From an optimization exercise on the open Yosys and OpenROAD flow, aimed at small area and a short achievable clock period; shortcuts taken in it are not production practice. Where RTL was checked, it was by simulation tests only, not by an equivalence proof against the original. Only the layout flow was run in run 1; the RTL was not checked for function there. Power and IR drop assume default switching activity.

==> flow/design.v, too long to show whole: its modules and the start of the top module <==
// module fa: 8 lines
// module fpu_mul: 1020 lines
module fpu_mul( input         CLK,
                input         RESET,
                input         EN,
                input  [31:0] A,
                input  [31:0] B,
                output [31:0] Z );
  // ...
==> flow/flow/run.sh <==
#!/bin/bash
set -euo pipefail
MARGIN=$(cat flow/margin.txt 2>/dev/null || echo 6)
sed -E "s/SETUP_SLACK_MARGIN=[0-9.+-]+/SETUP_SLACK_MARGIN=${MARGIN}/" standard.sh > standard_margin.sh
grep -q "SETUP_SLACK_MARGIN=${MARGIN} " standard_margin.sh
bash standard_margin.sh > standard.log 2>&1
==> flow/flow/margin.txt <==
6.0
==> flow/standard.sh <==
#!/bin/bash
# synth_recipe.tcl (not shown) runs the flow's synth.tcl, then flattens the netlist and writes it again
# the make line also repeats each setting of config.mk as NAME=value (left out here)
make -C /OpenROAD-flow-scripts/flow DESIGN_CONFIG=/design/flow/config.mk WORK_HOME=/design/flow/orfs CLKGATE_MAP_FILE= SYNTH_SCRIPT=/design/flow/synth_recipe.tcl "${@:-finish}"
==> flow/config.mk <==
export PLATFORM = sky130hd
export DESIGN_NAME = fpu_mul
export DESIGN_NICKNAME = fpu_mul
export VERILOG_FILES = /design/flow/design.v
export SDC_FILE = /design/flow/constraint.sdc
export NUM_CORES = 4
export LEC_CHECK = 0
export ABC_AREA = 1
export CAP_MARGIN = 20
export CORE_MARGIN = 2
export CORE_UTILIZATION = 40
export SETUP_SLACK_MARGIN = 5
export SLEW_MARGIN = 20
export SYNTH_HIERARCHICAL = 1
==> flow/constraint.sdc <==
create_clock -name core_clock -period 10.0 [get_ports {CLK}]
set_input_delay 2.0000 -clock core_clock [delete_from_list [all_inputs] [get_ports {CLK}]]
set_output_delay 2.0000 -clock core_clock [all_outputs]
set_load 0.01 [all_outputs]
==> notes.md, run 1 <==
Outcome: finished clean
CP max stage cell: clkinvlp_2
XOR/XNOR Fraction of Synth Area: 13.9%
Worst hold endpoint: z_r[31]
Die W: 229 um
Met2 Use GR: 39.4%
Worst path cell trace: clkinvlp_2 > o22ai_1 > xor2_1 > fa_1 > fa_1 > fa_1 > fa_1
CTS Buf Count: 17
Setup TNS: 0 ps
Number of flops mapped to enable cells by yosys: 68
DRC: 0
Clk_skew: 31.4 ps
CTS H-Tree Depth: 4
Largest fanout on the critical path: 11
Top Registers: hA x34, hB x34, z_r x32
Top Layer Used: met4
Drt pass-1 iters: 6
Commonest non-fill, non-tap cell in the layout: nand2_1
Worst path bufs/invs: 1
Yosys warns: 7
Post-synth top cells: 354 x nand2_1, 299 x xor2_1, 265 x inv_1
Flop pwr share: 13.5%
M1 WL: 26.6 mm
Area occupied by multi-input gates: 14,500 sq um
Top power group: combinational logic
==> run 2: changes to the inputs <==
--- a/flow/design.v
+++ b/flow/design.v
@@ -993,31 +993,31 @@
 fa u_fa259 (.a(fs179), .b(fs217), .ci(fc216), .s(fs259), .co(fc259));
 fa u_fa260 (.a(fc179), .b(fs218), .ci(fc217), .s(fs260), .co(fc260));
 fa u_fa261 (.a(t11[23]), .b(fs219), .ci(fc218), .s(fs261), .co(fc261));
 fa u_fa262 (.a(hs29), .b(t11[24]), .ci(fc219), .s(fs262), .co(fc262));
 assign hs32 = ~hc29;
 assign hc32 = hc29;
 wire [47:0] rowA = {fc262, fc261, fc260, fc259, fc258, fc257, fc256, fc255, fc254, fc253, fc252, fc251, fc250, fc249, fc248, fc247, fc246, fc245, fc244, fc243, fc242, fc241, fc240, fc239, fc238, fc237, fc236, fc235, fc234, fc233, fc232, fc231, fc230, fc229, fc228, fc227, fc226, fc225, fc224, fc223, fc222, fc221, fc220, hc31, hc30, hs30, t0[1], neg_r[0]};
 wire [47:0] rowB = {hs32, fs262, fs261, fs260, fs259, fs258, fs257, fs256, fs255, fs254, fs253, fs252, fs251, fs250, fs249, fs248, fs247, fs246, fs245, fs244, fs243, fs242, fs241, fs240, fs239, fs238, fs237, fs236, fs235, fs234, fs233, fs232, fs231, fs230, fs229, fs228, fs227, fs226, fs225, fs224, fs223, fs222, fs221, fs220, hs31, t1[0], 1'b0, t0[0]};
-wire [14:0] lowsum = {1'b0, rowA[13:0]} + {1'b0, rowB[13:0]};
+wire [16:0] lowsum = {1'b0, rowA[15:0]} + {1'b0, rowB[15:0]};
 wire [9:0] e1 = {1'b0, esum_r} - 10'd127;
 reg        zero2, sign2, cl2, st2;
 reg  [9:0] e2;
-reg [47:14] hA, hB;
+reg [47:16] hA, hB;
 always_ff @(posedge CLK) begin
   if (RESET) begin
     zero2 <= 1'b1; sign2 <= 1'b0;
   end else begin
     zero2 <= zero_r; sign2 <= sign_r;
   end
-  e2 <= e1; cl2 <= lowsum[14]; st2 <= sticky_r;
-  hA <= rowA[47:14]; hB <= rowB[47:14];
+  e2 <= e1; cl2 <= lowsum[16]; st2 <= sticky_r;
+  hA <= rowA[47:16]; hB <= rowB[47:16];
 end
-wire [47:14] p = hA + hB + cl2;
+wire [47:16] p = hA + hB + cl2;
 wire up = p[22] & (p[23] | st2);
 wire [24:0] r = p[47:23] + up;
 wire [9:0] en = r[24] ? e2 + 10'd1 : e2;
 wire [22:0] f = r[24] ? r[23:1] : r[22:0];
 wire ret_zero = en[9] | zero2;
 wire ret_inf  = (en[9:8] == 2'b01);
 wire [30:0] ret_val = ret_zero ? 31'd0 : ret_inf ? {8'hFF, 23'd0} : {en[7:0], f};
 reg [31:0] z_r;
==> notes.md, run 2 <==
Outcome: finished clean (unchanged)
Top Registers: hA x32, hB x32, z_r x32 (was hA x34, hB x34, z_r x32)
Setup TNS: 0 ps (unchanged)
Largest fanout on the critical path: 11 (unchanged)
FMAX: 248 MHz (was 245 MHz)
Final hold vios: 0 (unchanged)
Wire length on met2: 28.3 mm (was 30.2 mm)
Hpwl dp: 44.0 mm (was 44.7 mm)
Hold path cells: 2 (unchanged)
Gr ovfl total: 0 (unchanged)
First-pass GRT wire length: 94.4 mm (was 99.4 mm)
Buffer levels on the longest clock path: 2 (unchanged)
TritonCTS clock tree: done (unchanged)
Routed vias/inst: 5.56 (was 5.58)
Rel. slew slack: 42.1% (was 35.6%)
Hold path start: sign2 (unchanged)
Die W: 228 um (was 229 um)
Syn_area_per_cell: 8.80 sq um (was 8.78 sq um)
Sequential cell area fraction in the yosys report: 21.4% (was 21.6%)
Routed via count: 16,900 (was 17,300)
Port bufs: 98 (unchanged)
Worst path cell trace: clkinvlp_2 > o22ai_1 > xor2_1 > fa_1 > fa_1 > fa_1 > fa_1 (unchanged)
Clk pin slew, worst setup/hold paths: 70 ps (was 80 ps)
Commonest non-fill, non-tap cells in the layout: 359 x nand2_1, 297 x xor2_1, 259 x o22ai_1 (was 345 x nand2_1, 297 x xor2_1, 262 x o22ai_1)
Number of flops mapped to enable cells by yosys: 68 (unchanged)
RSZ-0062 raised after global routing: yes (unchanged)
Terminus of the critical flop-to-flop path: hB[33] (unchanged)
Post-Syn Nets: 2,694 (was 2,716)
FF-to-FF setup slack: 5980 ps (was 5910 ps)
Arrival @ worst endpoint: 4370 ps (was 4420 ps)
DRC: 0 (unchanged)
Final non-filler cell area: 22,900 sq um (was 23,400 sq um)
Leading area contributor after synthesis: fa_1 (unchanged)
Vias in the first global route: 16,600 (was 17,300)
Slew Viols, Final: 0 (unchanged)
Yosys warns: 7 (unchanged)
Distinct cell type count after synthesis: 46 (was 44)
Site Rows: 81 (was 82)
Min-delay worst type: reg2reg (unchanged)
CTS Sinks: 180 (was 184)
Gpl congestion: 0.935 (was 0.952)
Final wirelength: 63.2 mm (was 66.8 mm)
Detail Route Antenna Nets: 0 (unchanged)
Clock Latency Late Sink: 490 ps (was 470 ps)
CTS Buf Count: 17 (unchanged)
CTS H-Tree Depth: 4 (unchanged)
M1 WL: 25.3 mm (was 26.6 mm)
GRT Resource Usage Total: 23.4% (was 24.6%)
Register area: 4280 sq um (was 4360 sq um)
WS Path Type: reg2reg (unchanged)
Number of hold buffers added after cts: 0 (unchanged)
Leakage: 9.89 nW (was 10.0 nW)
CP Capture Type: flop (unchanged)
Met3 routed WL: 6.52 mm (was 6.62 mm)
Fillers: 4,690 (was 4,789)
Die Y: 228 um (was 229 um)
CP max stage cell: clkinvlp_2 (unchanged)
R2R cell count: 7 (unchanged)
Share of layout cells above drive strength 1: 9.86% (was 11.5%)
Largest cells by area after synthesis: fa_1 26%, xor2_1 13%, dfxtp_1 11% (was fa_1 25%, xor2_1 13%, dfxtp_1 12%)
Clk_skew: 20.3 ps (was 31.4 ps)
Nets: 2,778 (was 2,831)
Period utilisation layout: 40.2% (was 40.9%)
Cell Area, Placed: 21,500 sq um (was 21,700 sq um)
Initial antenna violation count: 0 (unchanged)
Commonest non-fill, non-tap cell in the layout: nand2_1 (unchanged)
Worst setup SP type: flop (unchanged)
Final number of setup-violating endpoints: 0 (unchanged)
Power, Total: 8.27 mW (was 8.74 mW)
Top Layer Used: met4 (unchanged)
Worst vdd ir: 160 uV (was 300 uV)
Synthesized area: 20,000 sq um (was 20,200 sq um)
Cell count after synthesis: 2,277 (was 2,299)
Crit-path max cell delay: 690 ps (about the same)
Slew at the pin closest to its max-slew limit: 868 ps (was 965 ps)
PD cells: 361 nW/um^2 (was 373 nW/um^2)
Drt pass-1 iters: 8 (was 6)
Max-cap violation count: 0 (unchanged)
Initial Utilization: 40.7% (was 40.4%)
Wire per inst: 20.8 um (was 21.5 um)
Post-synth top cells: 363 x nand2_1, 298 x xor2_1, 268 x inv_1 (was 354 x nand2_1, 299 x xor2_1, 265 x inv_1)
Worst hold endpoint: z_r[31] (unchanged)
Ports: 99 (unchanged)
Tmin final: 4020 ps (was 4090 ps)
Ys flop type: dfxtp_1 (unchanged)
WP data required: 10,350 ps (was 10,330 ps)
Largest net degree at the start of global routing: 71 (unchanged)
Number of synthesized register bits: 180 (was 184)
CP dominant cell by count: fa_1 (unchanged)
DIE AREA: 51,900 sq um (was 52,300 sq um)
Post-synth ARST share: 0% (unchanged)
Area growth, synth to finish: 14.2% (was 16.0%)
ANT cells: 0 (unchanged)
Area of the core: 49,200 sq um (was 50,000 sq um)
Top cell type's share of synthesized area: 25.7% (was 25.5%)
Reg2reg start: one_r[8] (was two_r[7])
1st-iter DRT viols: 1,772 (was 1,810)
Area occupied by multi-input gates: 14,300 sq um (was 14,500 sq um)
Most frequent cell after synthesis: nand2_1 (unchanged)
Root Buffer: clkbuf_16 (unchanged)
-- run 2: changes by cell type after synthesis, sizes merged, moves of 5 or more --
cell	previous run	this run
xnor2	18	24
o21ai	51	34
nand2	361	372
inv	278	283
nand3	78	65
-- run 2: layer usage --
metal / vias up / track usage (%)
li1: 7614 / -
met3: 230 / 5.31
met2: 1046 / 37.1
met1: 7988 / 30.1
met4: 0 / 11.4
met5: - / 0
-- run 2: logic make-up after synthesis --
family | Yosys count | synth area share [%]
simple gates | 626 | 13.4
fa+ha+maj | 350 | 31.5
flops | 180 | 21.4
mux | 4 | 0.225
xor+xnor | 324 | 14.2
buf+inv | 419 | 8.05
compound gates | 374 | 11.2
-- run 2: Yosys stat by module, one instance, submodules excluded --
module / cells / flip-flops and latches / cell area, sq um
fa: 1 / 0 / 20.0
fpu_mul: 2021 / 180 / 14900
-- run 2: through the flow --
| step | util, % | hold WS (ps) | std cells | worst slack (ps) |
|---|---|---|---|---|
| after floorplan | - | 323 | 2277 | 6280 |
| after global placement | 43.8 | 400 | 2936 | 5580 |
| after detailed placement | 43.8 | 403 | 2936 | 5530 |
| after CTS | 45.4 | 415 | 2976 | 5990 |
| after global routing | 46.5 | 450 | 3038 | 5950 |
| final | 46.5 | 412 | 3038 | 5980 |
-- run 2: repair_timing --
action	4_1_cts	5_1_grt
pin swaps	1	6
gates cloned	4	17
setup buffers	4	45
resized for setup	19	41
setup endpoints to repair	57	62
-- run 2: cell type report --
cell class	instances	share of cell area (%)
Timing Repair inverter	19	0.536
Timing Repair Buffer	179	6.98
Clock buffer	21	2.20
Clock inverter	11	0.574
Inverter	284	4.99
Tap cell	664	3.63
Sequential cell	180	18.7
Multi-Input combinational cell	1680	62.4
-- run 2: where the power goes --
part / leakage [nW] / internal [mW] / total [mW] / switching (mW)
logic: 7.98 / 2.53 / 6.39 / 3.86
clock network: 0.312 / 0.414 / 0.718 / 0.303
registers: 1.60 / 1.06 / 1.15 / 0.0905
-- run 2: how the worst max path moves through the flow --
| stage | start | to | slack (ps) | cells past startpoint |
|---|---|---|---|---|
| floorplan | neg_r[1] | cl2 | 6280 | 11 |
| global placement | hA[22] | z_r[0] | 5580 | 26 |
| detailed placement | hA[16] | z_r[10] | 5530 | 26 |
| CTS | ma[17] | hB[27] | 5990 | 8 |
| global route | hA[19] | z_r[10] | 5950 | 26 |
| finish | one_r[8] | hB[33] | 5980 | 7 |
-- run 2: worst max-delay path, delay by kind of cell, from the launching register on --
kind,cells,cell delay (ps)
fa+ha+maj,4,1990
flops,1,550
xor+xnor,1,240
buf+inv,1,690
compound gates,1,430

[afterwards: timing with drivers on the ports]
In the flow no input, the clock included, has a driving cell. The finished layouts below were timed again as built, in two steps. Step 1 sets driving cells, clkbuf_16 on the clock port and buf_2 on the other inputs (assumed; they add their load-dependent delay and slew). Step 2 adds t to the input delays and takes it off the output delays; t is the mean of the earliest and latest rising clock arrival at the registers after step 1. Input paths then give back, and output paths get back, about the clock's delay inside the block. Three values: ideal, step 1, step 2; two values: the first two.
run	t, ns	setup WS [ns]	latest minus earliest clock arrival (ns)	slew at the worst register clock pin (ns)
run 1	0.516	5.912 / 5.912 / 5.683	0.033 / 0.033	0.09 / 0.09
run 2	0.532	5.976 / 5.976 / 5.758	0.021 / 0.021	0.08 / 0.08
After both steps every run listed still meets setup and hold. For run 1, which loses most, drivers alone change the setup slack by 0.000 ns; drivers and shift together by -0.229 ns.
